Source: an optimization exercise on an open RTL-to-GDS flow (aim: small area and a short achievable clock period). Production flows keep margins and buffers that such runs may drop.
The RTL was checked by simulation tests, not by an equivalence proof against the original design.
Power and IR drop assume default switching activity.

==> flow/design.v, too long to show whole: its modules and the start of the top module <==
// module MUX: 15 lines
// module Adder: 31 lines
// module Sign_Extend: 7 lines
// module Shift_left_twice: 7 lines
// module PC: 12 lines
// module Register_File: 16 lines
// module ALU: 15 lines
// module Multiplier: 1261 lines
// module Booth_Enc: 4 lines
// module Booth_Sel: 3 lines
// module Booth_Sel2: 4 lines
// module Full_Add: 4 lines
// module Xor_2: 3 lines
// module Control_Unit: 33 lines
// module Data_Path: 68 lines
// module MIPS: 26 lines
module MIPS (
  input  wire        CLK,
  input  wire        RST,
  input  wire [31:0] instr,
  input  wire [31:0] ReadData,
  output wire [31:0] PC,
  output wire [31:0] ALUOut,
  output wire [31:0] WriteData,
  output wire        MemWrite
);
  // ...
==> flow/flow/run.sh <==
#!/bin/bash
# Layout flow: the standard synthesis and layout (standard.sh), with two
# changes to how the layout is made:
#  - the port buffers are buf_4 cells (the default choice is a slow delay
#    buffer whose footprint the resizer may not change);
#  - timing repair aims for 6 ns of setup slack instead of 5.
# Each step's full output goes to a log file of its own in this folder.
set -euo pipefail
export BUFFER_PORTS_ARGS="-buffer_cell sky130_fd_sc_hd__buf_4"
bash standard.sh synth > synth.log 2>&1
bash standard.sh SETUP_SLACK_MARGIN=6 finish > layout.log 2>&1
==> flow/standard.sh <==
#!/bin/bash
# synth_recipe.tcl (not shown) runs the flow's synth.tcl, then flattens the netlist and writes it again
# the make line also repeats each setting of config.mk as NAME=value (left out here)
make -C /OpenROAD-flow-scripts/flow DESIGN_CONFIG=/design/flow/config.mk WORK_HOME=/design/flow/orfs CLKGATE_MAP_FILE= SYNTH_SCRIPT=/design/flow/synth_recipe.tcl "${@:-finish}"
==> flow/config.mk <==
export PLATFORM = sky130hd
export DESIGN_NAME = MIPS
export DESIGN_NICKNAME = MIPS
export VERILOG_FILES = /design/flow/design.v
export SDC_FILE = /design/flow/constraint.sdc
export NUM_CORES = 8
export LEC_CHECK = 0
export CAP_MARGIN = 20
export CORE_MARGIN = 2
export CORE_UTILIZATION = 55
export CTS_BUF_LIST = sky130_fd_sc_hd__clkbuf_8
export CTS_CLUSTER_DIAMETER = 60
export CTS_CLUSTER_SIZE = 20
export PLACE_DENSITY = 0.7
export SETUP_SLACK_MARGIN = 5
export SLEW_MARGIN = 20
export SYNTH_HIERARCHICAL = 1
==> flow/constraint.sdc <==
create_clock -name core_clock -period 17.0 [get_ports {CLK}]
set_input_delay 3.4000 -clock core_clock [delete_from_list [all_inputs] [get_ports {CLK}]]
set_output_delay 3.4000 -clock core_clock [all_outputs]
set_load 0.01 [all_outputs]
==> metrics.md, run 1 <==
| Metric | Value |
|---|---|
| Worst min path class | reg2reg |
| Final-layout non-clock buffer area share | 5.89% |
| Crit path time final | about 11 ns |
| Hold_ws | 0.472 ns |
| CP max stage cell | nor4_1 |
| Most frequent cells in the layout | 1189 x a22oi_1, 1024 x edfxtp_1, 408 x buf_4 |
| Register Area | 33700 um2 |
| IO buf count | 160 |
| Critical path depth | 21 |
| Worst-path clk slew | 0.09 ns |
| Most Used Layer, Global Route | met2 |
| Worst reg2reg startpoint | DP.wd[3] |
| Max_cap viols | 0 |
| Final net count | 5972 |
| Signal buffers | 497 |
| CTS Buf Count | 92 |
| Run status | complete, no violations |
| CP Capture Type | output pin |
| R2R Path End | DP.wa[27] |
| Buf+Inv Stages, Crit Path | 6 |
| Multi-In Gates | 3735 |
| Final period util | 66.6% |
| Internal Power | 4.43 mW |
| P_seq | 3.30 mW |
| Worst hold start | DP.valid[22] |
==> module PC, before the edit <==
module PC (
  input  [31:2] PC,
  input  [25:0] Target,       
  input  [29:0] Offset,       
  input         Jump,
  input         Taken,        
  output [31:2] PC_next
);
wire [31:2] pc4 = PC + 30'd1;
wire [31:2] pcb = pc4 + Offset;
assign PC_next = Jump ? {pc4[31:28], Target} : Taken ? pcb : pc4;
endmodule
==> module ALU, before the edit <==
module ALU (
  input  [31:0] SrcA, RegB, Imm,
  input         ALUSrc, Sub,
  input         SelAnd, SelOr, SelSlt,
  output [31:0] Sum,
  output [31:0] ALUResult
);
wire [31:0] b  = ALUSrc ? Imm : RegB;
wire [31:0] bx = Sub ? ~b : b;
wire        co;
Adder #(32) add (.a(SrcA), .b(bx), .cin(Sub), .s(Sum), .cout(co));
assign ALUResult = SelAnd ? (SrcA & RegB) :
                   SelOr  ? (SrcA | RegB) :
                   SelSlt ? {31'b0, ~co} : Sum;
endmodule
==> module Control_Unit, before the edit <==
module Control_Unit (
  input      [5:0] OpCode,
  input      [5:0] Funct,
  output           MemtoReg,    
  output           MemWrite,    
  output           ALUSrc,      
  output           RegDst,      
  output           RegWrite,    
  output           Branch,      
  output           Jump,        
  output           Sub,         
  output           SelAnd, SelOr, SelSlt,
  output           Mul          
);
wire rtype = OpCode == 6'b000000;
wire addi  = OpCode == 6'b001000;
wire lw    = OpCode == 6'b100011;
wire sw    = OpCode == 6'b101011;
assign Branch   = OpCode == 6'b000100;
assign Jump     = OpCode == 6'b000010;
assign MemtoReg = lw;
assign MemWrite = sw;
assign ALUSrc   = addi | lw | sw;
assign RegDst   = rtype;
wire f_sub = Funct == 6'b100010;
wire f_slt = Funct == 6'b101010;
assign Mul      = rtype & (Funct == 6'b011100);
assign RegWrite = rtype | addi | lw;
assign SelAnd   = rtype & (Funct == 6'b100100);
assign SelOr    = rtype & (Funct == 6'b100101);
assign SelSlt   = rtype & f_slt;
assign Sub      = (rtype & (f_sub | f_slt)) | Branch;
endmodule
==> module Data_Path, before the edit <==
module Data_Path (
  input         CLK, RST,
  input  [31:0] instr,
  input  [31:0] ReadData,
  output [31:0] PC,
  output [31:0] ALUOut,
  output [31:0] WriteData,
  input         MemtoReg, ALUSrc, RegDst, RegWrite, Branch, Jump, Sub,
  input         SelAnd, SelOr, SelSlt, Mul
);
wire [4:0]  rs = instr[25:21];
wire [4:0]  rt = instr[20:16];
wire [4:0]  rd = instr[15:11];
wire [31:0] imm;
Sign_Extend SE (.IN(instr[15:0]), .OUT(imm));
reg  [31:0] wa, wb;
reg  [1:0]  wx;
reg  [4:0]  wd;
reg         wv;
wire [31:0] wsum, wres;
Adder #(32) wadd (.a(wa), .b(wb), .cin(1'b0), .s(wsum), .cout());
assign wres = {wsum[31] ^ wx[1] ^ wx[0], wsum[30:0]};
reg  [31:0]   RegFile [0:31];
reg  [31:0]   valid;
wire [31:0]   wsel = wv ? (32'b1 << wd) : 32'b0;
integer i;
always @(posedge CLK)
  for (i = 0; i < 32; i = i + 1)
    if (wsel[i]) RegFile[i] <= wres;
always @(posedge CLK or negedge RST)
  if (!RST) valid <= 32'b0;
  else      valid <= valid | wsel;
reg [1023:0] regs;
always @* for (i = 0; i < 32; i = i + 1) regs[32*i +: 32] = RegFile[i];
wire [31:0] rok = valid & ~wsel;           
wire [31:0] A, B;
Register_File RP1 (.Regs(regs), .Sel((32'b1 << rs) & rok),
                   .Hit(wv && rs == wd), .Byp(wres), .RD(A));
Register_File RP2 (.Regs(regs), .Sel((32'b1 << rt) & rok),
                   .Hit(wv && rt == wd), .Byp(wres), .RD(B));
assign WriteData = B;
Adder #(32) aadd (.a(A), .b(imm), .cin(1'b0), .s(ALUOut), .cout());
wire [31:0] result, ra, rb;
wire [2:0]  rx;
ALU alu (
  .SrcA(A), .RegB(B), .Imm(imm), .ALUSrc(ALUSrc), .Sub(Sub),
  .SelAnd(SelAnd), .SelOr(SelOr), .SelSlt(SelSlt),
  .Sum(), .ALUResult(result)
);
Multiplier mult (.a(A), .b(B), .ra(ra), .rb(rb), .rx(rx));
always @(posedge CLK) begin
  wa <= Mul ? ra : MemtoReg ? ReadData : result;
  wb <= Mul ? {rx[2], rb[30:0]} : 32'b0;     
  wx <= Mul ? rx[1:0] : 2'b0;
  wd <= RegDst ? rd : rt;
end
always @(posedge CLK or negedge RST)
  if (!RST) wv <= 1'b0;
  else      wv <= RegWrite;
reg  [31:2] pcq;
wire [31:2] pcn;
PC npc (.PC(pcq), .Target(instr[25:0]), .Offset(imm[29:0]), .Jump(Jump),
        .Taken(Branch && A == B), .PC_next(pcn));
always @(posedge CLK or negedge RST)
  if (!RST) pcq <= 30'b0;
  else      pcq <= pcn;
assign PC = {pcq, 2'b00};
endmodule
==> run 2: changes to the inputs <==
--- a/flow/design.v
+++ b/flow/design.v
@@ -44,6 +44,642 @@
 assign s    = p ^ c[W-1:0];
 assign cout = c[W];
 endmodule
+module Adder_KS (
+  input  [31:0] a, b,
+  output [31:0] s
+);
+wire g0_0;
+wire t0_0;
+wire p_0;
+wire g0_1;
+wire t0_1;
+wire p_1;
+wire g0_2;
+wire t0_2;
+wire p_2;
+wire g0_3;
+wire t0_3;
+wire p_3;
+wire g0_4;
+wire t0_4;
+wire p_4;
+wire g0_5;
+wire t0_5;
+wire p_5;
+wire g0_6;
+wire t0_6;
+wire p_6;
+wire g0_7;
+wire t0_7;
+wire p_7;
+wire g0_8;
+wire t0_8;
+wire p_8;
+wire g0_9;
+wire t0_9;
+wire p_9;
+wire g0_10;
+wire t0_10;
+wire p_10;
+wire g0_11;
+wire t0_11;
+wire p_11;
+wire g0_12;
+wire t0_12;
+wire p_12;
+wire g0_13;
+wire t0_13;
+wire p_13;
+wire g0_14;
+wire t0_14;
+wire p_14;
+wire g0_15;
+wire t0_15;
+wire p_15;
+wire g0_16;
+wire t0_16;
+wire p_16;
+wire g0_17;
+wire t0_17;
+wire p_17;
+wire g0_18;
+wire t0_18;
+wire p_18;
+wire g0_19;
+wire t0_19;
+wire p_19;
+wire g0_20;
+wire t0_20;
+wire p_20;
+wire g0_21;
+wire t0_21;
+wire p_21;
+wire g0_22;
+wire t0_22;
+wire p_22;
+wire g0_23;
+wire t0_23;
+wire p_23;
+wire g0_24;
+wire t0_24;
+wire p_24;
+wire g0_25;
+wire t0_25;
+wire p_25;
+wire g0_26;
+wire t0_26;
+wire p_26;
+wire g0_27;
+wire t0_27;
+wire p_27;
+wire g0_28;
+wire t0_28;
+wire p_28;
+wire g0_29;
+wire t0_29;
+wire p_29;
+wire g0_30;
+wire t0_30;
+wire p_30;
+wire g0_31;
+wire t0_31;
+wire p_31;
+wire g1_0;
+wire g1_1;
+wire g1_2;
+wire t1_2;
+wire g1_3;
+wire t1_3;
+wire g1_4;
+wire t1_4;
+wire g1_5;
+wire t1_5;
+wire g1_6;
+wire t1_6;
+wire g1_7;
+wire t1_7;
+wire g1_8;
+wire t1_8;
+wire g1_9;
+wire t1_9;
+wire g1_10;
+wire t1_10;
+wire g1_11;
+wire t1_11;
+wire g1_12;
+wire t1_12;
+wire g1_13;
+wire t1_13;
+wire g1_14;
+wire t1_14;
+wire g1_15;
+wire t1_15;
+wire g1_16;
+wire t1_16;
+wire g1_17;
+wire t1_17;
+wire g1_18;
+wire t1_18;
+wire g1_19;
+wire t1_19;
+wire g1_20;
+wire t1_20;
+wire g1_21;
+wire t1_21;
+wire g1_22;
+wire t1_22;
+wire g1_23;
+wire t1_23;
+wire g1_24;
+wire t1_24;
+wire g1_25;
+wire t1_25;
+wire g1_26;
+wire t1_26;
+wire g1_27;
+wire t1_27;
+wire g1_28;
+wire t1_28;
+wire g1_29;
+wire t1_29;
+wire g1_30;
+wire t1_30;
+wire g1_31;
+wire t1_31;
+wire g2_0;
+wire g2_1;
+wire g2_2;
+wire g2_3;
+wire g2_4;
+wire t2_4;
+wire g2_5;
+wire t2_5;
+wire g2_6;
+wire t2_6;
+wire g2_7;
+wire t2_7;
+wire g2_8;
+wire t2_8;
+wire g2_9;
+wire t2_9;
+wire g2_10;
+wire t2_10;
+wire g2_11;
+wire t2_11;
+wire g2_12;
+wire t2_12;
+wire g2_13;
+wire t2_13;
+wire g2_14;
+wire t2_14;
+wire g2_15;
+wire t2_15;
+wire g2_16;
+wire t2_16;
+wire g2_17;
+wire t2_17;
+wire g2_18;
+wire t2_18;
+wire g2_19;
+wire t2_19;
+wire g2_20;
+wire t2_20;
+wire g2_21;
+wire t2_21;
+wire g2_22;
+wire t2_22;
+wire g2_23;
+wire t2_23;
+wire g2_24;
+wire t2_24;
+wire g2_25;
+wire t2_25;
+wire g2_26;
+wire t2_26;
+wire g2_27;
+wire t2_27;
+wire g2_28;
+wire t2_28;
+wire g2_29;
+wire t2_29;
+wire g2_30;
+wire t2_30;
+wire g2_31;
+wire t2_31;
+wire g3_0;
+wire g3_1;
+wire g3_2;
+wire g3_3;
+wire g3_4;
+wire g3_5;
+wire g3_6;
+wire g3_7;
+wire g3_8;
+wire t3_8;
+wire g3_9;
+wire t3_9;
+wire g3_10;
+wire t3_10;
+wire g3_11;
+wire t3_11;
+wire g3_12;
+wire t3_12;
+wire g3_13;
+wire t3_13;
+wire g3_14;
+wire t3_14;
+wire g3_15;
+wire t3_15;
+wire g3_16;
+wire t3_16;
+wire g3_17;
+wire t3_17;
+wire g3_18;
+wire t3_18;
+wire g3_19;
+wire t3_19;
+wire g3_20;
+wire t3_20;
+wire g3_21;
+wire t3_21;
+wire g3_22;
+wire t3_22;
+wire g3_23;
+wire t3_23;
+wire g3_24;
+wire t3_24;
+wire g3_25;
+wire t3_25;
+wire g3_26;
+wire t3_26;
+wire g3_27;
+wire t3_27;
+wire g3_28;
+wire t3_28;
+wire g3_29;
+wire t3_29;
+wire g3_30;
+wire t3_30;
+wire g3_31;
+wire t3_31;
+wire g4_0;
+wire g4_1;
+wire g4_2;
+wire g4_3;
+wire g4_4;
+wire g4_5;
+wire g4_6;
+wire g4_7;
+wire g4_8;
+wire g4_9;
+wire g4_10;
+wire g4_11;
+wire g4_12;
+wire g4_13;
+wire g4_14;
+wire g4_15;
+wire g4_16;
+wire t4_16;
+wire g4_17;
+wire t4_17;
+wire g4_18;
+wire t4_18;
+wire g4_19;
+wire t4_19;
+wire g4_20;
+wire t4_20;
+wire g4_21;
+wire t4_21;
+wire g4_22;
+wire t4_22;
+wire g4_23;
+wire t4_23;
+wire g4_24;
+wire t4_24;
+wire g4_25;
+wire t4_25;
+wire g4_26;
+wire t4_26;
+wire g4_27;
+wire t4_27;
+wire g4_28;
+wire t4_28;
+wire g4_29;
+wire t4_29;
+wire g4_30;
+wire t4_30;
+wire g4_31;
+wire t4_31;
+wire g5_0;
+wire g5_1;
+wire g5_2;
+wire g5_3;
+wire g5_4;
+wire g5_5;
+wire g5_6;
+wire g5_7;
+wire g5_8;
+wire g5_9;
+wire g5_10;
+wire g5_11;
+wire g5_12;
+wire g5_13;
+wire g5_14;
+wire g5_15;
+wire g5_16;
+wire g5_17;
+wire g5_18;
+wire g5_19;
+wire g5_20;
+wire g5_21;
+wire g5_22;
+wire g5_23;
+wire g5_24;
+wire g5_25;
+wire g5_26;
+wire g5_27;
+wire g5_28;
+wire g5_29;
+wire g5_30;
+wire g5_31;
+PG_N pg0 (.a(a[0]), .b(b[0]), .gn(g0_0), .tn(t0_0));
+Xor_2 px0 (.a(a[0]), .b(b[0]), .y(p_0));
+PG_N pg1 (.a(a[1]), .b(b[1]), .gn(g0_1), .tn(t0_1));
+Xor_2 px1 (.a(a[1]), .b(b[1]), .y(p_1));
+PG_N pg2 (.a(a[2]), .b(b[2]), .gn(g0_2), .tn(t0_2));
+Xor_2 px2 (.a(a[2]), .b(b[2]), .y(p_2));
+PG_N pg3 (.a(a[3]), .b(b[3]), .gn(g0_3), .tn(t0_3));
+Xor_2 px3 (.a(a[3]), .b(b[3]), .y(p_3));
+PG_N pg4 (.a(a[4]), .b(b[4]), .gn(g0_4), .tn(t0_4));
+Xor_2 px4 (.a(a[4]), .b(b[4]), .y(p_4));
+PG_N pg5 (.a(a[5]), .b(b[5]), .gn(g0_5), .tn(t0_5));
+Xor_2 px5 (.a(a[5]), .b(b[5]), .y(p_5));
+PG_N pg6 (.a(a[6]), .b(b[6]), .gn(g0_6), .tn(t0_6));
+Xor_2 px6 (.a(a[6]), .b(b[6]), .y(p_6));
+PG_N pg7 (.a(a[7]), .b(b[7]), .gn(g0_7), .tn(t0_7));
+Xor_2 px7 (.a(a[7]), .b(b[7]), .y(p_7));
+PG_N pg8 (.a(a[8]), .b(b[8]), .gn(g0_8), .tn(t0_8));
+Xor_2 px8 (.a(a[8]), .b(b[8]), .y(p_8));
+PG_N pg9 (.a(a[9]), .b(b[9]), .gn(g0_9), .tn(t0_9));
+Xor_2 px9 (.a(a[9]), .b(b[9]), .y(p_9));
+PG_N pg10 (.a(a[10]), .b(b[10]), .gn(g0_10), .tn(t0_10));
+Xor_2 px10 (.a(a[10]), .b(b[10]), .y(p_10));
+PG_N pg11 (.a(a[11]), .b(b[11]), .gn(g0_11), .tn(t0_11));
+Xor_2 px11 (.a(a[11]), .b(b[11]), .y(p_11));
+PG_N pg12 (.a(a[12]), .b(b[12]), .gn(g0_12), .tn(t0_12));
+Xor_2 px12 (.a(a[12]), .b(b[12]), .y(p_12));
+PG_N pg13 (.a(a[13]), .b(b[13]), .gn(g0_13), .tn(t0_13));
+Xor_2 px13 (.a(a[13]), .b(b[13]), .y(p_13));
+PG_N pg14 (.a(a[14]), .b(b[14]), .gn(g0_14), .tn(t0_14));
+Xor_2 px14 (.a(a[14]), .b(b[14]), .y(p_14));
+PG_N pg15 (.a(a[15]), .b(b[15]), .gn(g0_15), .tn(t0_15));
+Xor_2 px15 (.a(a[15]), .b(b[15]), .y(p_15));
+PG_N pg16 (.a(a[16]), .b(b[16]), .gn(g0_16), .tn(t0_16));
+Xor_2 px16 (.a(a[16]), .b(b[16]), .y(p_16));
+PG_N pg17 (.a(a[17]), .b(b[17]), .gn(g0_17), .tn(t0_17));
+Xor_2 px17 (.a(a[17]), .b(b[17]), .y(p_17));
+PG_N pg18 (.a(a[18]), .b(b[18]), .gn(g0_18), .tn(t0_18));
+Xor_2 px18 (.a(a[18]), .b(b[18]), .y(p_18));
+PG_N pg19 (.a(a[19]), .b(b[19]), .gn(g0_19), .tn(t0_19));
+Xor_2 px19 (.a(a[19]), .b(b[19]), .y(p_19));
+PG_N pg20 (.a(a[20]), .b(b[20]), .gn(g0_20), .tn(t0_20));
+Xor_2 px20 (.a(a[20]), .b(b[20]), .y(p_20));
+PG_N pg21 (.a(a[21]), .b(b[21]), .gn(g0_21), .tn(t0_21));
+Xor_2 px21 (.a(a[21]), .b(b[21]), .y(p_21));
+PG_N pg22 (.a(a[22]), .b(b[22]), .gn(g0_22), .tn(t0_22));
+Xor_2 px22 (.a(a[22]), .b(b[22]), .y(p_22));
+PG_N pg23 (.a(a[23]), .b(b[23]), .gn(g0_23), .tn(t0_23));
+Xor_2 px23 (.a(a[23]), .b(b[23]), .y(p_23));
+PG_N pg24 (.a(a[24]), .b(b[24]), .gn(g0_24), .tn(t0_24));
+Xor_2 px24 (.a(a[24]), .b(b[24]), .y(p_24));
+PG_N pg25 (.a(a[25]), .b(b[25]), .gn(g0_25), .tn(t0_25));
+Xor_2 px25 (.a(a[25]), .b(b[25]), .y(p_25));
+PG_N pg26 (.a(a[26]), .b(b[26]), .gn(g0_26), .tn(t0_26));
+Xor_2 px26 (.a(a[26]), .b(b[26]), .y(p_26));
+PG_N pg27 (.a(a[27]), .b(b[27]), .gn(g0_27), .tn(t0_27));
+Xor_2 px27 (.a(a[27]), .b(b[27]), .y(p_27));
+PG_N pg28 (.a(a[28]), .b(b[28]), .gn(g0_28), .tn(t0_28));
+Xor_2 px28 (.a(a[28]), .b(b[28]), .y(p_28));
+PG_N pg29 (.a(a[29]), .b(b[29]), .gn(g0_29), .tn(t0_29));
+Xor_2 px29 (.a(a[29]), .b(b[29]), .y(p_29));
+PG_N pg30 (.a(a[30]), .b(b[30]), .gn(g0_30), .tn(t0_30));
+Xor_2 px30 (.a(a[30]), .b(b[30]), .y(p_30));
+PG_N pg31 (.a(a[31]), .b(b[31]), .gn(g0_31), .tn(t0_31));
+Xor_2 px31 (.a(a[31]), .b(b[31]), .y(p_31));
+Inv_1 v1_0 (.a(g0_0), .y(g1_0));
+Gray_N b1_1 (.gn_hi(g0_1), .tn_hi(t0_1), .gn_lo(g0_0), .g(g1_1));
+Black_N b1_2 (.gn_hi(g0_2), .tn_hi(t0_2), .gn_lo(g0_1), .tn_lo(t0_1), .g(g1_2), .t(t1_2));
+Black_N b1_3 (.gn_hi(g0_3), .tn_hi(t0_3), .gn_lo(g0_2), .tn_lo(t0_2), .g(g1_3), .t(t1_3));
+Black_N b1_4 (.gn_hi(g0_4), .tn_hi(t0_4), .gn_lo(g0_3), .tn_lo(t0_3), .g(g1_4), .t(t1_4));
+Black_N b1_5 (.gn_hi(g0_5), .tn_hi(t0_5), .gn_lo(g0_4), .tn_lo(t0_4), .g(g1_5), .t(t1_5));
+Black_N b1_6 (.gn_hi(g0_6), .tn_hi(t0_6), .gn_lo(g0_5), .tn_lo(t0_5), .g(g1_6), .t(t1_6));
+Black_N b1_7 (.gn_hi(g0_7), .tn_hi(t0_7), .gn_lo(g0_6), .tn_lo(t0_6), .g(g1_7), .t(t1_7));
+Black_N b1_8 (.gn_hi(g0_8), .tn_hi(t0_8), .gn_lo(g0_7), .tn_lo(t0_7), .g(g1_8), .t(t1_8));
+Black_N b1_9 (.gn_hi(g0_9), .tn_hi(t0_9), .gn_lo(g0_8), .tn_lo(t0_8), .g(g1_9), .t(t1_9));
+Black_N b1_10 (.gn_hi(g0_10), .tn_hi(t0_10), .gn_lo(g0_9), .tn_lo(t0_9), .g(g1_10), .t(t1_10));
+Black_N b1_11 (.gn_hi(g0_11), .tn_hi(t0_11), .gn_lo(g0_10), .tn_lo(t0_10), .g(g1_11), .t(t1_11));
+Black_N b1_12 (.gn_hi(g0_12), .tn_hi(t0_12), .gn_lo(g0_11), .tn_lo(t0_11), .g(g1_12), .t(t1_12));
+Black_N b1_13 (.gn_hi(g0_13), .tn_hi(t0_13), .gn_lo(g0_12), .tn_lo(t0_12), .g(g1_13), .t(t1_13));
+Black_N b1_14 (.gn_hi(g0_14), .tn_hi(t0_14), .gn_lo(g0_13), .tn_lo(t0_13), .g(g1_14), .t(t1_14));
+Black_N b1_15 (.gn_hi(g0_15), .tn_hi(t0_15), .gn_lo(g0_14), .tn_lo(t0_14), .g(g1_15), .t(t1_15));
+Black_N b1_16 (.gn_hi(g0_16), .tn_hi(t0_16), .gn_lo(g0_15), .tn_lo(t0_15), .g(g1_16), .t(t1_16));
+Black_N b1_17 (.gn_hi(g0_17), .tn_hi(t0_17), .gn_lo(g0_16), .tn_lo(t0_16), .g(g1_17), .t(t1_17));
+Black_N b1_18 (.gn_hi(g0_18), .tn_hi(t0_18), .gn_lo(g0_17), .tn_lo(t0_17), .g(g1_18), .t(t1_18));
+Black_N b1_19 (.gn_hi(g0_19), .tn_hi(t0_19), .gn_lo(g0_18), .tn_lo(t0_18), .g(g1_19), .t(t1_19));
+Black_N b1_20 (.gn_hi(g0_20), .tn_hi(t0_20), .gn_lo(g0_19), .tn_lo(t0_19), .g(g1_20), .t(t1_20));
+Black_N b1_21 (.gn_hi(g0_21), .tn_hi(t0_21), .gn_lo(g0_20), .tn_lo(t0_20), .g(g1_21), .t(t1_21));
+Black_N b1_22 (.gn_hi(g0_22), .tn_hi(t0_22), .gn_lo(g0_21), .tn_lo(t0_21), .g(g1_22), .t(t1_22));
+Black_N b1_23 (.gn_hi(g0_23), .tn_hi(t0_23), .gn_lo(g0_22), .tn_lo(t0_22), .g(g1_23), .t(t1_23));
+Black_N b1_24 (.gn_hi(g0_24), .tn_hi(t0_24), .gn_lo(g0_23), .tn_lo(t0_23), .g(g1_24), .t(t1_24));
+Black_N b1_25 (.gn_hi(g0_25), .tn_hi(t0_25), .gn_lo(g0_24), .tn_lo(t0_24), .g(g1_25), .t(t1_25));
+Black_N b1_26 (.gn_hi(g0_26), .tn_hi(t0_26), .gn_lo(g0_25), .tn_lo(t0_25), .g(g1_26), .t(t1_26));
+Black_N b1_27 (.gn_hi(g0_27), .tn_hi(t0_27), .gn_lo(g0_26), .tn_lo(t0_26), .g(g1_27), .t(t1_27));
+Black_N b1_28 (.gn_hi(g0_28), .tn_hi(t0_28), .gn_lo(g0_27), .tn_lo(t0_27), .g(g1_28), .t(t1_28));
+Black_N b1_29 (.gn_hi(g0_29), .tn_hi(t0_29), .gn_lo(g0_28), .tn_lo(t0_28), .g(g1_29), .t(t1_29));
+Black_N b1_30 (.gn_hi(g0_30), .tn_hi(t0_30), .gn_lo(g0_29), .tn_lo(t0_29), .g(g1_30), .t(t1_30));
+Black_N b1_31 (.gn_hi(g0_31), .tn_hi(t0_31), .gn_lo(g0_30), .tn_lo(t0_30), .g(g1_31), .t(t1_31));
+Inv_1 v2_0 (.a(g1_0), .y(g2_0));
+Inv_1 v2_1 (.a(g1_1), .y(g2_1));
+Gray_P b2_2 (.g_hi(g1_2), .t_hi(t1_2), .g_lo(g1_0), .gn(g2_2));
+Gray_P b2_3 (.g_hi(g1_3), .t_hi(t1_3), .g_lo(g1_1), .gn(g2_3));
+Black_P b2_4 (.g_hi(g1_4), .t_hi(t1_4), .g_lo(g1_2), .t_lo(t1_2), .gn(g2_4), .tn(t2_4));
+Black_P b2_5 (.g_hi(g1_5), .t_hi(t1_5), .g_lo(g1_3), .t_lo(t1_3), .gn(g2_5), .tn(t2_5));
+Black_P b2_6 (.g_hi(g1_6), .t_hi(t1_6), .g_lo(g1_4), .t_lo(t1_4), .gn(g2_6), .tn(t2_6));
+Black_P b2_7 (.g_hi(g1_7), .t_hi(t1_7), .g_lo(g1_5), .t_lo(t1_5), .gn(g2_7), .tn(t2_7));
+Black_P b2_8 (.g_hi(g1_8), .t_hi(t1_8), .g_lo(g1_6), .t_lo(t1_6), .gn(g2_8), .tn(t2_8));
+Black_P b2_9 (.g_hi(g1_9), .t_hi(t1_9), .g_lo(g1_7), .t_lo(t1_7), .gn(g2_9), .tn(t2_9));
+Black_P b2_10 (.g_hi(g1_10), .t_hi(t1_10), .g_lo(g1_8), .t_lo(t1_8), .gn(g2_10), .tn(t2_10));
+Black_P b2_11 (.g_hi(g1_11), .t_hi(t1_11), .g_lo(g1_9), .t_lo(t1_9), .gn(g2_11), .tn(t2_11));
+Black_P b2_12 (.g_hi(g1_12), .t_hi(t1_12), .g_lo(g1_10), .t_lo(t1_10), .gn(g2_12), .tn(t2_12));
+Black_P b2_13 (.g_hi(g1_13), .t_hi(t1_13), .g_lo(g1_11), .t_lo(t1_11), .gn(g2_13), .tn(t2_13));
+Black_P b2_14 (.g_hi(g1_14), .t_hi(t1_14), .g_lo(g1_12), .t_lo(t1_12), .gn(g2_14), .tn(t2_14));
+Black_P b2_15 (.g_hi(g1_15), .t_hi(t1_15), .g_lo(g1_13), .t_lo(t1_13), .gn(g2_15), .tn(t2_15));
+Black_P b2_16 (.g_hi(g1_16), .t_hi(t1_16), .g_lo(g1_14), .t_lo(t1_14), .gn(g2_16), .tn(t2_16));
+Black_P b2_17 (.g_hi(g1_17), .t_hi(t1_17), .g_lo(g1_15), .t_lo(t1_15), .gn(g2_17), .tn(t2_17));
+Black_P b2_18 (.g_hi(g1_18), .t_hi(t1_18), .g_lo(g1_16), .t_lo(t1_16), .gn(g2_18), .tn(t2_18));
+Black_P b2_19 (.g_hi(g1_19), .t_hi(t1_19), .g_lo(g1_17), .t_lo(t1_17), .gn(g2_19), .tn(t2_19));
+Black_P b2_20 (.g_hi(g1_20), .t_hi(t1_20), .g_lo(g1_18), .t_lo(t1_18), .gn(g2_20), .tn(t2_20));
+Black_P b2_21 (.g_hi(g1_21), .t_hi(t1_21), .g_lo(g1_19), .t_lo(t1_19), .gn(g2_21), .tn(t2_21));
+Black_P b2_22 (.g_hi(g1_22), .t_hi(t1_22), .g_lo(g1_20), .t_lo(t1_20), .gn(g2_22), .tn(t2_22));
+Black_P b2_23 (.g_hi(g1_23), .t_hi(t1_23), .g_lo(g1_21), .t_lo(t1_21), .gn(g2_23), .tn(t2_23));
+Black_P b2_24 (.g_hi(g1_24), .t_hi(t1_24), .g_lo(g1_22), .t_lo(t1_22), .gn(g2_24), .tn(t2_24));
+Black_P b2_25 (.g_hi(g1_25), .t_hi(t1_25), .g_lo(g1_23), .t_lo(t1_23), .gn(g2_25), .tn(t2_25));
+Black_P b2_26 (.g_hi(g1_26), .t_hi(t1_26), .g_lo(g1_24), .t_lo(t1_24), .gn(g2_26), .tn(t2_26));
+Black_P b2_27 (.g_hi(g1_27), .t_hi(t1_27), .g_lo(g1_25), .t_lo(t1_25), .gn(g2_27), .tn(t2_27));
+Black_P b2_28 (.g_hi(g1_28), .t_hi(t1_28), .g_lo(g1_26), .t_lo(t1_26), .gn(g2_28), .tn(t2_28));
+Black_P b2_29 (.g_hi(g1_29), .t_hi(t1_29), .g_lo(g1_27), .t_lo(t1_27), .gn(g2_29), .tn(t2_29));
+Black_P b2_30 (.g_hi(g1_30), .t_hi(t1_30), .g_lo(g1_28), .t_lo(t1_28), .gn(g2_30), .tn(t2_30));
+Black_P b2_31 (.g_hi(g1_31), .t_hi(t1_31), .g_lo(g1_29), .t_lo(t1_29), .gn(g2_31), .tn(t2_31));
+Inv_1 v3_0 (.a(g2_0), .y(g3_0));
+Inv_1 v3_1 (.a(g2_1), .y(g3_1));
+Inv_1 v3_2 (.a(g2_2), .y(g3_2));
+Inv_1 v3_3 (.a(g2_3), .y(g3_3));
+Gray_N b3_4 (.gn_hi(g2_4), .tn_hi(t2_4), .gn_lo(g2_0), .g(g3_4));
+Gray_N b3_5 (.gn_hi(g2_5), .tn_hi(t2_5), .gn_lo(g2_1), .g(g3_5));
+Gray_N b3_6 (.gn_hi(g2_6), .tn_hi(t2_6), .gn_lo(g2_2), .g(g3_6));
+Gray_N b3_7 (.gn_hi(g2_7), .tn_hi(t2_7), .gn_lo(g2_3), .g(g3_7));
+Black_N b3_8 (.gn_hi(g2_8), .tn_hi(t2_8), .gn_lo(g2_4), .tn_lo(t2_4), .g(g3_8), .t(t3_8));
+Black_N b3_9 (.gn_hi(g2_9), .tn_hi(t2_9), .gn_lo(g2_5), .tn_lo(t2_5), .g(g3_9), .t(t3_9));
+Black_N b3_10 (.gn_hi(g2_10), .tn_hi(t2_10), .gn_lo(g2_6), .tn_lo(t2_6), .g(g3_10), .t(t3_10));
+Black_N b3_11 (.gn_hi(g2_11), .tn_hi(t2_11), .gn_lo(g2_7), .tn_lo(t2_7), .g(g3_11), .t(t3_11));
+Black_N b3_12 (.gn_hi(g2_12), .tn_hi(t2_12), .gn_lo(g2_8), .tn_lo(t2_8), .g(g3_12), .t(t3_12));
+Black_N b3_13 (.gn_hi(g2_13), .tn_hi(t2_13), .gn_lo(g2_9), .tn_lo(t2_9), .g(g3_13), .t(t3_13));
+Black_N b3_14 (.gn_hi(g2_14), .tn_hi(t2_14), .gn_lo(g2_10), .tn_lo(t2_10), .g(g3_14), .t(t3_14));
+Black_N b3_15 (.gn_hi(g2_15), .tn_hi(t2_15), .gn_lo(g2_11), .tn_lo(t2_11), .g(g3_15), .t(t3_15));
+Black_N b3_16 (.gn_hi(g2_16), .tn_hi(t2_16), .gn_lo(g2_12), .tn_lo(t2_12), .g(g3_16), .t(t3_16));
+Black_N b3_17 (.gn_hi(g2_17), .tn_hi(t2_17), .gn_lo(g2_13), .tn_lo(t2_13), .g(g3_17), .t(t3_17));
+Black_N b3_18 (.gn_hi(g2_18), .tn_hi(t2_18), .gn_lo(g2_14), .tn_lo(t2_14), .g(g3_18), .t(t3_18));
+Black_N b3_19 (.gn_hi(g2_19), .tn_hi(t2_19), .gn_lo(g2_15), .tn_lo(t2_15), .g(g3_19), .t(t3_19));
+Black_N b3_20 (.gn_hi(g2_20), .tn_hi(t2_20), .gn_lo(g2_16), .tn_lo(t2_16), .g(g3_20), .t(t3_20));
+Black_N b3_21 (.gn_hi(g2_21), .tn_hi(t2_21), .gn_lo(g2_17), .tn_lo(t2_17), .g(g3_21), .t(t3_21));
+Black_N b3_22 (.gn_hi(g2_22), .tn_hi(t2_22), .gn_lo(g2_18), .tn_lo(t2_18), .g(g3_22), .t(t3_22));
+Black_N b3_23 (.gn_hi(g2_23), .tn_hi(t2_23), .gn_lo(g2_19), .tn_lo(t2_19), .g(g3_23), .t(t3_23));
+Black_N b3_24 (.gn_hi(g2_24), .tn_hi(t2_24), .gn_lo(g2_20), .tn_lo(t2_20), .g(g3_24), .t(t3_24));
+Black_N b3_25 (.gn_hi(g2_25), .tn_hi(t2_25), .gn_lo(g2_21), .tn_lo(t2_21), .g(g3_25), .t(t3_25));
+Black_N b3_26 (.gn_hi(g2_26), .tn_hi(t2_26), .gn_lo(g2_22), .tn_lo(t2_22), .g(g3_26), .t(t3_26));
+Black_N b3_27 (.gn_hi(g2_27), .tn_hi(t2_27), .gn_lo(g2_23), .tn_lo(t2_23), .g(g3_27), .t(t3_27));
+Black_N b3_28 (.gn_hi(g2_28), .tn_hi(t2_28), .gn_lo(g2_24), .tn_lo(t2_24), .g(g3_28), .t(t3_28));
+Black_N b3_29 (.gn_hi(g2_29), .tn_hi(t2_29), .gn_lo(g2_25), .tn_lo(t2_25), .g(g3_29), .t(t3_29));
+Black_N b3_30 (.gn_hi(g2_30), .tn_hi(t2_30), .gn_lo(g2_26), .tn_lo(t2_26), .g(g3_30), .t(t3_30));
+Black_N b3_31 (.gn_hi(g2_31), .tn_hi(t2_31), .gn_lo(g2_27), .tn_lo(t2_27), .g(g3_31), .t(t3_31));
+Inv_1 v4_0 (.a(g3_0), .y(g4_0));
+Inv_1 v4_1 (.a(g3_1), .y(g4_1));
+Inv_1 v4_2 (.a(g3_2), .y(g4_2));
+Inv_1 v4_3 (.a(g3_3), .y(g4_3));
+Inv_1 v4_4 (.a(g3_4), .y(g4_4));
+Inv_1 v4_5 (.a(g3_5), .y(g4_5));
+Inv_1 v4_6 (.a(g3_6), .y(g4_6));
+Inv_1 v4_7 (.a(g3_7), .y(g4_7));
+Gray_P b4_8 (.g_hi(g3_8), .t_hi(t3_8), .g_lo(g3_0), .gn(g4_8));
+Gray_P b4_9 (.g_hi(g3_9), .t_hi(t3_9), .g_lo(g3_1), .gn(g4_9));
+Gray_P b4_10 (.g_hi(g3_10), .t_hi(t3_10), .g_lo(g3_2), .gn(g4_10));
+Gray_P b4_11 (.g_hi(g3_11), .t_hi(t3_11), .g_lo(g3_3), .gn(g4_11));
+Gray_P b4_12 (.g_hi(g3_12), .t_hi(t3_12), .g_lo(g3_4), .gn(g4_12));
+Gray_P b4_13 (.g_hi(g3_13), .t_hi(t3_13), .g_lo(g3_5), .gn(g4_13));
+Gray_P b4_14 (.g_hi(g3_14), .t_hi(t3_14), .g_lo(g3_6), .gn(g4_14));
+Gray_P b4_15 (.g_hi(g3_15), .t_hi(t3_15), .g_lo(g3_7), .gn(g4_15));
+Black_P b4_16 (.g_hi(g3_16), .t_hi(t3_16), .g_lo(g3_8), .t_lo(t3_8), .gn(g4_16), .tn(t4_16));
+Black_P b4_17 (.g_hi(g3_17), .t_hi(t3_17), .g_lo(g3_9), .t_lo(t3_9), .gn(g4_17), .tn(t4_17));
+Black_P b4_18 (.g_hi(g3_18), .t_hi(t3_18), .g_lo(g3_10), .t_lo(t3_10), .gn(g4_18), .tn(t4_18));
+Black_P b4_19 (.g_hi(g3_19), .t_hi(t3_19), .g_lo(g3_11), .t_lo(t3_11), .gn(g4_19), .tn(t4_19));
+Black_P b4_20 (.g_hi(g3_20), .t_hi(t3_20), .g_lo(g3_12), .t_lo(t3_12), .gn(g4_20), .tn(t4_20));
+Black_P b4_21 (.g_hi(g3_21), .t_hi(t3_21), .g_lo(g3_13), .t_lo(t3_13), .gn(g4_21), .tn(t4_21));
+Black_P b4_22 (.g_hi(g3_22), .t_hi(t3_22), .g_lo(g3_14), .t_lo(t3_14), .gn(g4_22), .tn(t4_22));
+Black_P b4_23 (.g_hi(g3_23), .t_hi(t3_23), .g_lo(g3_15), .t_lo(t3_15), .gn(g4_23), .tn(t4_23));
+Black_P b4_24 (.g_hi(g3_24), .t_hi(t3_24), .g_lo(g3_16), .t_lo(t3_16), .gn(g4_24), .tn(t4_24));
+Black_P b4_25 (.g_hi(g3_25), .t_hi(t3_25), .g_lo(g3_17), .t_lo(t3_17), .gn(g4_25), .tn(t4_25));
+Black_P b4_26 (.g_hi(g3_26), .t_hi(t3_26), .g_lo(g3_18), .t_lo(t3_18), .gn(g4_26), .tn(t4_26));
+Black_P b4_27 (.g_hi(g3_27), .t_hi(t3_27), .g_lo(g3_19), .t_lo(t3_19), .gn(g4_27), .tn(t4_27));
+Black_P b4_28 (.g_hi(g3_28), .t_hi(t3_28), .g_lo(g3_20), .t_lo(t3_20), .gn(g4_28), .tn(t4_28));
+Black_P b4_29 (.g_hi(g3_29), .t_hi(t3_29), .g_lo(g3_21), .t_lo(t3_21), .gn(g4_29), .tn(t4_29));
+Black_P b4_30 (.g_hi(g3_30), .t_hi(t3_30), .g_lo(g3_22), .t_lo(t3_22), .gn(g4_30), .tn(t4_30));
+Black_P b4_31 (.g_hi(g3_31), .t_hi(t3_31), .g_lo(g3_23), .t_lo(t3_23), .gn(g4_31), .tn(t4_31));
+Inv_1 v5_0 (.a(g4_0), .y(g5_0));
+Inv_1 v5_1 (.a(g4_1), .y(g5_1));
+Inv_1 v5_2 (.a(g4_2), .y(g5_2));
+Inv_1 v5_3 (.a(g4_3), .y(g5_3));
+Inv_1 v5_4 (.a(g4_4), .y(g5_4));
+Inv_1 v5_5 (.a(g4_5), .y(g5_5));
+Inv_1 v5_6 (.a(g4_6), .y(g5_6));
+Inv_1 v5_7 (.a(g4_7), .y(g5_7));
+Inv_1 v5_8 (.a(g4_8), .y(g5_8));
+Inv_1 v5_9 (.a(g4_9), .y(g5_9));
+Inv_1 v5_10 (.a(g4_10), .y(g5_10));
+Inv_1 v5_11 (.a(g4_11), .y(g5_11));
+Inv_1 v5_12 (.a(g4_12), .y(g5_12));
+Inv_1 v5_13 (.a(g4_13), .y(g5_13));
+Inv_1 v5_14 (.a(g4_14), .y(g5_14));
+Inv_1 v5_15 (.a(g4_15), .y(g5_15));
+Gray_N b5_16 (.gn_hi(g4_16), .tn_hi(t4_16), .gn_lo(g4_0), .g(g5_16));
+Gray_N b5_17 (.gn_hi(g4_17), .tn_hi(t4_17), .gn_lo(g4_1), .g(g5_17));
+Gray_N b5_18 (.gn_hi(g4_18), .tn_hi(t4_18), .gn_lo(g4_2), .g(g5_18));
+Gray_N b5_19 (.gn_hi(g4_19), .tn_hi(t4_19), .gn_lo(g4_3), .g(g5_19));
+Gray_N b5_20 (.gn_hi(g4_20), .tn_hi(t4_20), .gn_lo(g4_4), .g(g5_20));
+Gray_N b5_21 (.gn_hi(g4_21), .tn_hi(t4_21), .gn_lo(g4_5), .g(g5_21));
+Gray_N b5_22 (.gn_hi(g4_22), .tn_hi(t4_22), .gn_lo(g4_6), .g(g5_22));
+Gray_N b5_23 (.gn_hi(g4_23), .tn_hi(t4_23), .gn_lo(g4_7), .g(g5_23));
+Gray_N b5_24 (.gn_hi(g4_24), .tn_hi(t4_24), .gn_lo(g4_8), .g(g5_24));
+Gray_N b5_25 (.gn_hi(g4_25), .tn_hi(t4_25), .gn_lo(g4_9), .g(g5_25));
+Gray_N b5_26 (.gn_hi(g4_26), .tn_hi(t4_26), .gn_lo(g4_10), .g(g5_26));
+Gray_N b5_27 (.gn_hi(g4_27), .tn_hi(t4_27), .gn_lo(g4_11), .g(g5_27));
+Gray_N b5_28 (.gn_hi(g4_28), .tn_hi(t4_28), .gn_lo(g4_12), .g(g5_28));
+Gray_N b5_29 (.gn_hi(g4_29), .tn_hi(t4_29), .gn_lo(g4_13), .g(g5_29));
+Gray_N b5_30 (.gn_hi(g4_30), .tn_hi(t4_30), .gn_lo(g4_14), .g(g5_30));
+Gray_N b5_31 (.gn_hi(g4_31), .tn_hi(t4_31), .gn_lo(g4_15), .g(g5_31));
+assign s[0] = p_0;
+Xor_2 sx1 (.a(p_1), .b(g5_0), .y(s[1]));
+Xor_2 sx2 (.a(p_2), .b(g5_1), .y(s[2]));
+Xor_2 sx3 (.a(p_3), .b(g5_2), .y(s[3]));
+Xor_2 sx4 (.a(p_4), .b(g5_3), .y(s[4]));
+Xor_2 sx5 (.a(p_5), .b(g5_4), .y(s[5]));
+Xor_2 sx6 (.a(p_6), .b(g5_5), .y(s[6]));
+Xor_2 sx7 (.a(p_7), .b(g5_6), .y(s[7]));
+Xor_2 sx8 (.a(p_8), .b(g5_7), .y(s[8]));
+Xor_2 sx9 (.a(p_9), .b(g5_8), .y(s[9]));
+Xor_2 sx10 (.a(p_10), .b(g5_9), .y(s[10]));
+Xor_2 sx11 (.a(p_11), .b(g5_10), .y(s[11]));
+Xor_2 sx12 (.a(p_12), .b(g5_11), .y(s[12]));
+Xor_2 sx13 (.a(p_13), .b(g5_12), .y(s[13]));
+Xor_2 sx14 (.a(p_14), .b(g5_13), .y(s[14]));
+Xor_2 sx15 (.a(p_15), .b(g5_14), .y(s[15]));
+Xor_2 sx16 (.a(p_16), .b(g5_15), .y(s[16]));
+Xor_2 sx17 (.a(p_17), .b(g5_16), .y(s[17]));
+Xor_2 sx18 (.a(p_18), .b(g5_17), .y(s[18]));
+Xor_2 sx19 (.a(p_19), .b(g5_18), .y(s[19]));
+Xor_2 sx20 (.a(p_20), .b(g5_19), .y(s[20]));
+Xor_2 sx21 (.a(p_21), .b(g5_20), .y(s[21]));
+Xor_2 sx22 (.a(p_22), .b(g5_21), .y(s[22]));
+Xor_2 sx23 (.a(p_23), .b(g5_22), .y(s[23]));
+Xor_2 sx24 (.a(p_24), .b(g5_23), .y(s[24]));
+Xor_2 sx25 (.a(p_25), .b(g5_24), .y(s[25]));
+Xor_2 sx26 (.a(p_26), .b(g5_25), .y(s[26]));
+Xor_2 sx27 (.a(p_27), .b(g5_26), .y(s[27]));
+Xor_2 sx28 (.a(p_28), .b(g5_27), .y(s[28]));
+Xor_2 sx29 (.a(p_29), .b(g5_28), .y(s[29]));
+Xor_2 sx30 (.a(p_30), .b(g5_29), .y(s[30]));
+Xor_2 sx31 (.a(p_31), .b(g5_30), .y(s[31]));
+endmodule
+module PG_N (input a, b, output gn, tn);
+assign gn = ~(a & b);
+assign tn = ~(a | b);
+endmodule
+module Black_N (input gn_hi, tn_hi, gn_lo, tn_lo, output g, t);
+assign g = ~(gn_hi & (tn_hi | gn_lo));
+assign t = ~(tn_hi | tn_lo);
+endmodule
+module Black_P (input g_hi, t_hi, g_lo, t_lo, output gn, tn);
+assign gn = ~(g_hi | (t_hi & g_lo));
+assign tn = ~(t_hi & t_lo);
+endmodule
+module Gray_N (input gn_hi, tn_hi, gn_lo, output g);
+assign g = ~(gn_hi & (tn_hi | gn_lo));
+endmodule
+module Gray_P (input g_hi, t_hi, g_lo, output gn);
+assign gn = ~(g_hi | (t_hi & g_lo));
+endmodule
+module Inv_1 (input a, output y);
+assign y = ~a;
+endmodule
 module Sign_Extend #(parameter DATA_IN = 16 , DATA_OUT = 32 )
 (
  input   [DATA_IN  - 1 : 0]  IN ,
@@ -59,17 +695,28 @@
 assign Shift_OUT = Shift_IN << 2 ;
 endmodule
 module PC (
-  input  [31:2] PC,
+  input  [31:2] Cur,          
   input  [25:0] Target,       
   input  [29:0] Offset,       
   input         Jump,
   input         Taken,        
   output [31:2] PC_next
 );
-wire [31:2] pc4 = PC + 30'd1;
-wire [31:2] pcb = pc4 + Offset;
+wire [31:2] pc4;
+wire [30:0] c;
+assign c[0] = 1'b1;
+genvar i;
+generate for (i = 0; i < 30; i = i + 1) begin : inc
+  Half_Add h (.a(Cur[i+2]), .b(c[i]), .s(pc4[i+2]), .co(c[i+1]));
+end endgenerate
+wire [31:2] pcb;
+Adder #(30) add (.a(Cur), .b(Offset), .cin(1'b1), .s(pcb), .cout());
 assign PC_next = Jump ? {pc4[31:28], Target} : Taken ? pcb : pc4;
 endmodule
+module Half_Add (input a, b, output s, co);
+assign s  = a ^ b;
+assign co = a & b;
+endmodule
 module Register_File (
   input  [1023:0] Regs,       
   input  [31:0]   Sel,        
@@ -87,19 +734,18 @@
 assign RD = r;
 endmodule
 module ALU (
-  input  [31:0] SrcA, RegB, Imm,
-  input         ALUSrc, Sub,
+  input  [31:0] SrcA, SrcB,
+  input         Sub,
   input         SelAnd, SelOr, SelSlt,
-  output [31:0] Sum,
   output [31:0] ALUResult
 );
-wire [31:0] b  = ALUSrc ? Imm : RegB;
-wire [31:0] bx = Sub ? ~b : b;
+wire [31:0] bx = Sub ? ~SrcB : SrcB;
+wire [31:0] sum;
 wire        co;
-Adder #(32) add (.a(SrcA), .b(bx), .cin(Sub), .s(Sum), .cout(co));
-assign ALUResult = SelAnd ? (SrcA & RegB) :
-                   SelOr  ? (SrcA | RegB) :
-                   SelSlt ? {31'b0, ~co} : Sum;
+Adder #(32) add (.a(SrcA), .b(bx), .cin(Sub), .s(sum), .cout(co));
+assign ALUResult = SelAnd ? (SrcA & SrcB) :
+                   SelOr  ? (SrcA | SrcB) :
+                   SelSlt ? {31'b0, ~co} : sum;
 endmodule
 module Multiplier (
   input  [31:0] a, b,
@@ -1411,7 +2057,7 @@
 assign SelAnd   = rtype & (Funct == 6'b100100);
 assign SelOr    = rtype & (Funct == 6'b100101);
 assign SelSlt   = rtype & f_slt;
-assign Sub      = (rtype & (f_sub | f_slt)) | Branch;
+assign Sub      = rtype & (f_sub | f_slt);
 endmodule
 module Data_Path (
   input         CLK, RST,
@@ -1433,20 +2079,30 @@
 reg  [4:0]  wd;
 reg         wv;
 wire [31:0] wsum, wres;
-Adder #(32) wadd (.a(wa), .b(wb), .cin(1'b0), .s(wsum), .cout());
+Adder_KS wadd (.a(wa), .b(wb), .s(wsum));
 assign wres = {wsum[31] ^ wx[1] ^ wx[0], wsum[30:0]};
 reg  [31:0]   RegFile [0:31];
 reg  [31:0]   valid;
 wire [31:0]   wsel = wv ? (32'b1 << wd) : 32'b0;
+wire [31:0]   nwres = ~wres;
+wire [31:0]   nwsel = ~wsel;
+wire [1023:0] rnext;
 integer i;
 always @(posedge CLK)
   for (i = 0; i < 32; i = i + 1)
-    if (wsel[i]) RegFile[i] <= wres;
+    RegFile[i] <= rnext[32*i +: 32];
 always @(posedge CLK or negedge RST)
   if (!RST) valid <= 32'b0;
   else      valid <= valid | wsel;
 reg [1023:0] regs;
 always @* for (i = 0; i < 32; i = i + 1) regs[32*i +: 32] = RegFile[i];
+genvar gi, gj;
+generate for (gi = 0; gi < 32; gi = gi + 1) begin : hr
+  for (gj = 0; gj < 32; gj = gj + 1) begin : hb
+    Reg_Hold h (.nwe(nwsel[gi]), .nd(nwres[gj]), .q(regs[32*gi + gj]),
+                .y(rnext[32*gi + gj]));
+  end
+end endgenerate
 wire [31:0] rok = valid & ~wsel;           
 wire [31:0] A, B;
 Register_File RP1 (.Regs(regs), .Sel((32'b1 << rs) & rok),
@@ -1454,17 +2110,17 @@
 Register_File RP2 (.Regs(regs), .Sel((32'b1 << rt) & rok),
                    .Hit(wv && rt == wd), .Byp(wres), .RD(B));
 assign WriteData = B;
-Adder #(32) aadd (.a(A), .b(imm), .cin(1'b0), .s(ALUOut), .cout());
+Adder_KS aadd (.a(A), .b(imm), .s(ALUOut));
 wire [31:0] result, ra, rb;
 wire [2:0]  rx;
 ALU alu (
-  .SrcA(A), .RegB(B), .Imm(imm), .ALUSrc(ALUSrc), .Sub(Sub),
+  .SrcA(A), .SrcB(B), .Sub(Sub),
   .SelAnd(SelAnd), .SelOr(SelOr), .SelSlt(SelSlt),
-  .Sum(), .ALUResult(result)
+  .ALUResult(result)
 );
 Multiplier mult (.a(A), .b(B), .ra(ra), .rb(rb), .rx(rx));
 always @(posedge CLK) begin
-  wa <= Mul ? ra : MemtoReg ? ReadData : result;
+  wa <= Mul ? ra : MemtoReg ? ReadData : ALUSrc ? ALUOut : result;
   wb <= Mul ? {rx[2], rb[30:0]} : 32'b0;     
   wx <= Mul ? rx[1:0] : 2'b0;
   wd <= RegDst ? rd : rt;
@@ -1474,13 +2130,16 @@
   else      wv <= RegWrite;
 reg  [31:2] pcq;
 wire [31:2] pcn;
-PC npc (.PC(pcq), .Target(instr[25:0]), .Offset(imm[29:0]), .Jump(Jump),
+PC npc (.Cur(pcq), .Target(instr[25:0]), .Offset(imm[29:0]), .Jump(Jump),
         .Taken(Branch && A == B), .PC_next(pcn));
 always @(posedge CLK or negedge RST)
   if (!RST) pcq <= 30'b0;
   else      pcq <= pcn;
 assign PC = {pcq, 2'b00};
 endmodule
+module Reg_Hold (input nwe, nd, q, output y);
+assign y = ~((nd | nwe) & ~(q & nwe));
+endmodule
 module MIPS (
   input  wire        CLK,
   input  wire        RST,
==> flow/flow/run.sh (replaced) <==
#!/bin/bash
# Layout flow: the standard synthesis and layout (standard.sh), with two
# changes to how the layout is made:
#  - the port buffers are buf_2 cells (the default choice is a slow delay
#    buffer whose footprint the resizer may not change);
#  - timing repair aims for 6 ns of setup slack instead of 5.
# Each step's full output goes to a log file of its own in this folder.
set -euo pipefail
export BUFFER_PORTS_ARGS="-buffer_cell sky130_fd_sc_hd__buf_2"
bash standard.sh synth > synth.log 2>&1
bash standard.sh SETUP_SLACK_MARGIN=6 finish > layout.log 2>&1
--- a/flow/config.mk
+++ b/flow/config.mk
@@ -9,8 +9,8 @@
 export CORE_MARGIN = 2
 export CORE_UTILIZATION = 55
 export CTS_BUF_LIST = sky130_fd_sc_hd__clkbuf_8
-export CTS_CLUSTER_DIAMETER = 60
-export CTS_CLUSTER_SIZE = 20
+export CTS_CLUSTER_DIAMETER = 50
+export CTS_CLUSTER_SIZE = 16
 export PLACE_DENSITY = 0.7
 export SETUP_SLACK_MARGIN = 5
 export SLEW_MARGIN = 20
==> run 2 against run 1 <==
Against the previous run: via count is 20% higher; non-clock buffer count shrank 131; routed wire length rose by 6.8%; critical path depth shrank 3; clock skew decreased by 0.0095 ns; sequential cell count unchanged; utilization decreased by 1.9 points; synthesized area up 0.70%; combinational power decreased by 63%; sequential share of layout area shrank 13 points; first-iteration DRC count up 1.3%; synthesized cell count grew 46%; highest routed layer unchanged.
==> metrics.md, run 2 <==
| Metric | Value |
|---|---|
| Run status | complete, no violations |
| Post-Synthesis Cells | approximately 7700 |
| Pins over their slew limit | 0 |
| CP Launch Type | input port |
| Crit path time final | 11.05 ns (-0.266 ns) |
| Gpl congestion | 0.993 |
| Maximum number of pins on one net before global-route repair | 89 |
| Root buffer cell | clkbuf_8 |
| 1st-iter DRT viols | 12226 |
| Vias/cell | slightly above 7 |
| RSZ-0062 raised after global routing | no |
| Biggest register | DP.RegFile |
| Residual DRC | 0 |
| Worst reg2reg startpoint | DP.wd[3] |
| Clk sink count | 1158 |
| DP HPWL | 185000 um |
| DIE AREA | ~120000 um2 |
| DRT Wirelength | about 300000 um |
| FMAX | 0.0905 GHz |
| Setup TNS | 0 ns |
| Max IR drop VDD | ~0.10 mV |
| Final net count | 8247 (+38%) |
| Most common cell after layout, fill and taps aside | nand2_1 |
| Max_cap viols | 0 (unchanged) |
| Min-Delay Endpoint | DP.RegFile[29][26] |
| Avg Inst Size Synth | 8.65 um2 |
| Setup Viol. Count Final | 0 |
| Worst min path class | reg2reg |
| Final period util | 65.0% (-1.6 points) |
| Initial antenna violation count | 19 |
| Power Dens Cells | 74.4 nW/um2 |
| Worst-Skew Late Latency | 0.93 ns |
| Tot Pwr | 5.41 mW |
| Max reg flops | about 1000 |
| Worst hold start | DP.RegFile[29][26] |
| Worst slew margin | 12.2% |
| Total GRT Usage | 47.5% |
| P&R area growth vs syn | 8.62% |
| IO buf count | 160 (unchanged) |
| Worst Reg2Reg Path Length in Cells | 23 |
| Clk buf depth | 3 |
| Crit path kind | in2out |
| Worst-path clk slew | 0.07 ns (-0.02 ns) |
| CP Capture Type | output pin |
| Die Wd | between 300 and 400 um |
| CP required | 13.60 ns |
| Hold Crit Depth | 2 |
| Routed Antenna Nets | 0 |
| Total gr overflow | 0 |
| Fin. Hold Viols | 0 |
| Worst Setup SP | instr[24] |
| Initial Util | 55.2% |
| Mapped cell area | 67000 um2 |
| Post-cts hold buffer count | 0 |
| FP Rows | 128 |
| CTS Buf Count | 113 (+23%) |
| CTS H-tree depth | 3 |
| Most frequent cells in the layout | 1363 x nand2_1, 1198 x a22oi_1, 1095 x dfxtp_1 |
| R2R Path End | DP.wa[29] |
| Reg2Reg Setup Slack | 7.09 ns |
| Die height | approximately 350 um |
| Drt wl/cell | around 32 um |
| Worst Path Arrival | 7.65 ns |
| DR pass1 iterations | 12 |
| Vias in the first global route | around 64000 |
| CTS tree | yes |
| Slew @ Worst Pin | 1.32 ns |
| First-pass GRT wire length | approximately 440000 um |
| Post-DP Area | 69800 um2 |
| Design area | 72800 um2 |
| YS warnings | 15 |
| Share of cells above drive strength 1 | 13.1% |
| Maximum fanout along the worst path | 36 |
| Top Ports | 163 |
| Core area | 121000 um2 |
| Vias | ~68000 |
| Worst Skew | 0.0813 ns |
| Leakage | 26.9 nW |
[run 2: changes by cell type in the layout (fill, tap and decap cells not counted), moves of 159 or more]
| cell | delta |
|---|---|
| nand2_1 | +1161 |
| o21ai_1 | +1080 |
| dfxtp_1 | +1024 |
| edfxtp_1 | -1024 |
| buf_4 | -250 |
| buf_2 | +159 |
[run 2: timing repair]
item,in CTS,in global routing
endpoints found under the setup margin,30,26
endpoints found under the hold margin,0,0
pin swaps,1,0
gates resized for setup,20,52
buffers inserted,1,0
[run 2: how the worst max path moves through the flow]
stage | depth (start not counted) | slack, ns | to
detailed placement | 17 | 5.56 | ALUOut[24]
global route | 19 | 6.00 | ALUOut[29]
global placement | 17 | 5.58 | ALUOut[24]
finish | 18 | 5.95 | ALUOut[31]
floorplan | 21 | 6.08 | DP.wa[27]
CTS | 18 | 6.01 | ALUOut[20]
[run 2: report_power, final]
part	switching (mW)	total, mW	internal, mW	leakage, nW
clock network	1.15	2.03	0.881	1.34
registers	0.0557	2.82	2.77	9.64
logic	0.346	0.558	0.211	15.9
[run 2: metrics by stage]
stage               worst slack, ns  std cells  hold slack (ns)  utilization, %
floorplan                      6.08       7762            0.435               -
detailed placement             5.56       9375            0.452            57.5
global placement               5.58       9375            0.448            57.5
finish                         5.95       9595            0.464            59.9
global route                   6.00       9583            0.481            59.9
CTS                            6.01       9577            0.465            59.7
[run 2: layout make-up]
class,count,area (um2)
inverter,135,507
antenna,13,32.5
fill,10858,48600
clock buffer,122,1680
multi-input combinational,6097,41500
clock inverter,79,928
timing repair buffer,366,2590
sequential,1158,23500
tap,1625,2030
[run 2: routing by layer]
| layer | GRT usage (%) | vias up | wire length [um] |
|---|---|---|---|
| met2 | 66.0 | 6010 | 119000 |
| met4 | 34.3 | 26 | 29000 |
| met5 | 0 | - | 288 |
| li1 | - | 28868 | - |
| met3 | 19.3 | 1920 | 52700 |
| met1 | 59.2 | 31169 | 106000 |
[run 2: worst max-delay path, cell delays in order]
cell	delay [ns]
buf_2	0.16
nand3b_1	0.39
nor3_2	0.33
buf_4	0.36
buf_12	0.33
a22oi_1	0.12
nand4_1	0.25
nor4_1	0.10
nand2_2	0.20
buf_12	0.27
nor2_1	0.12
nor2_1	0.23
nand2_1	0.11
o21ai_1	0.29
a21oi_2	0.12
o21ai_1	0.20
xor2_1	0.36
buf_2	0.21

-- what the ideal ports hide --
No port has a modelled driver above. Below, the same layouts with a new extraction and two added sets of constraints.
Step 1 assumes that a clkbuf_16 drives the clock port and a buf_2 every other input.
Step 2 also shifts input and output timing later by t, the mid clock arrival at the registers, as if the neighbouring blocks saw the same clock.
Three values: ideal, step 1, step 2; two values: the first two.
| run | shift t [ns] | setup WS [ns] | worst hold slack (ns) | worst register clock-pin slew, ns | pins driven straight from the clock port |
|---|---|---|---|---|---|
| run 1 | 0.958 | 5.686 / 5.493 / 5.222 | 0.472 / 0.472 / 0.472 | 0.12 / 0.12 | 1 |
| run 2 | 0.972 | 5.952 / 5.930 / 5.271 | 0.464 / 0.464 / 0.464 | 0.11 / 0.11 | 1 |
After both steps every run listed still meets setup and hold. For run 2, which loses most, drivers alone change the setup slack by -0.022 ns; drivers and shift together by -0.681 ns.
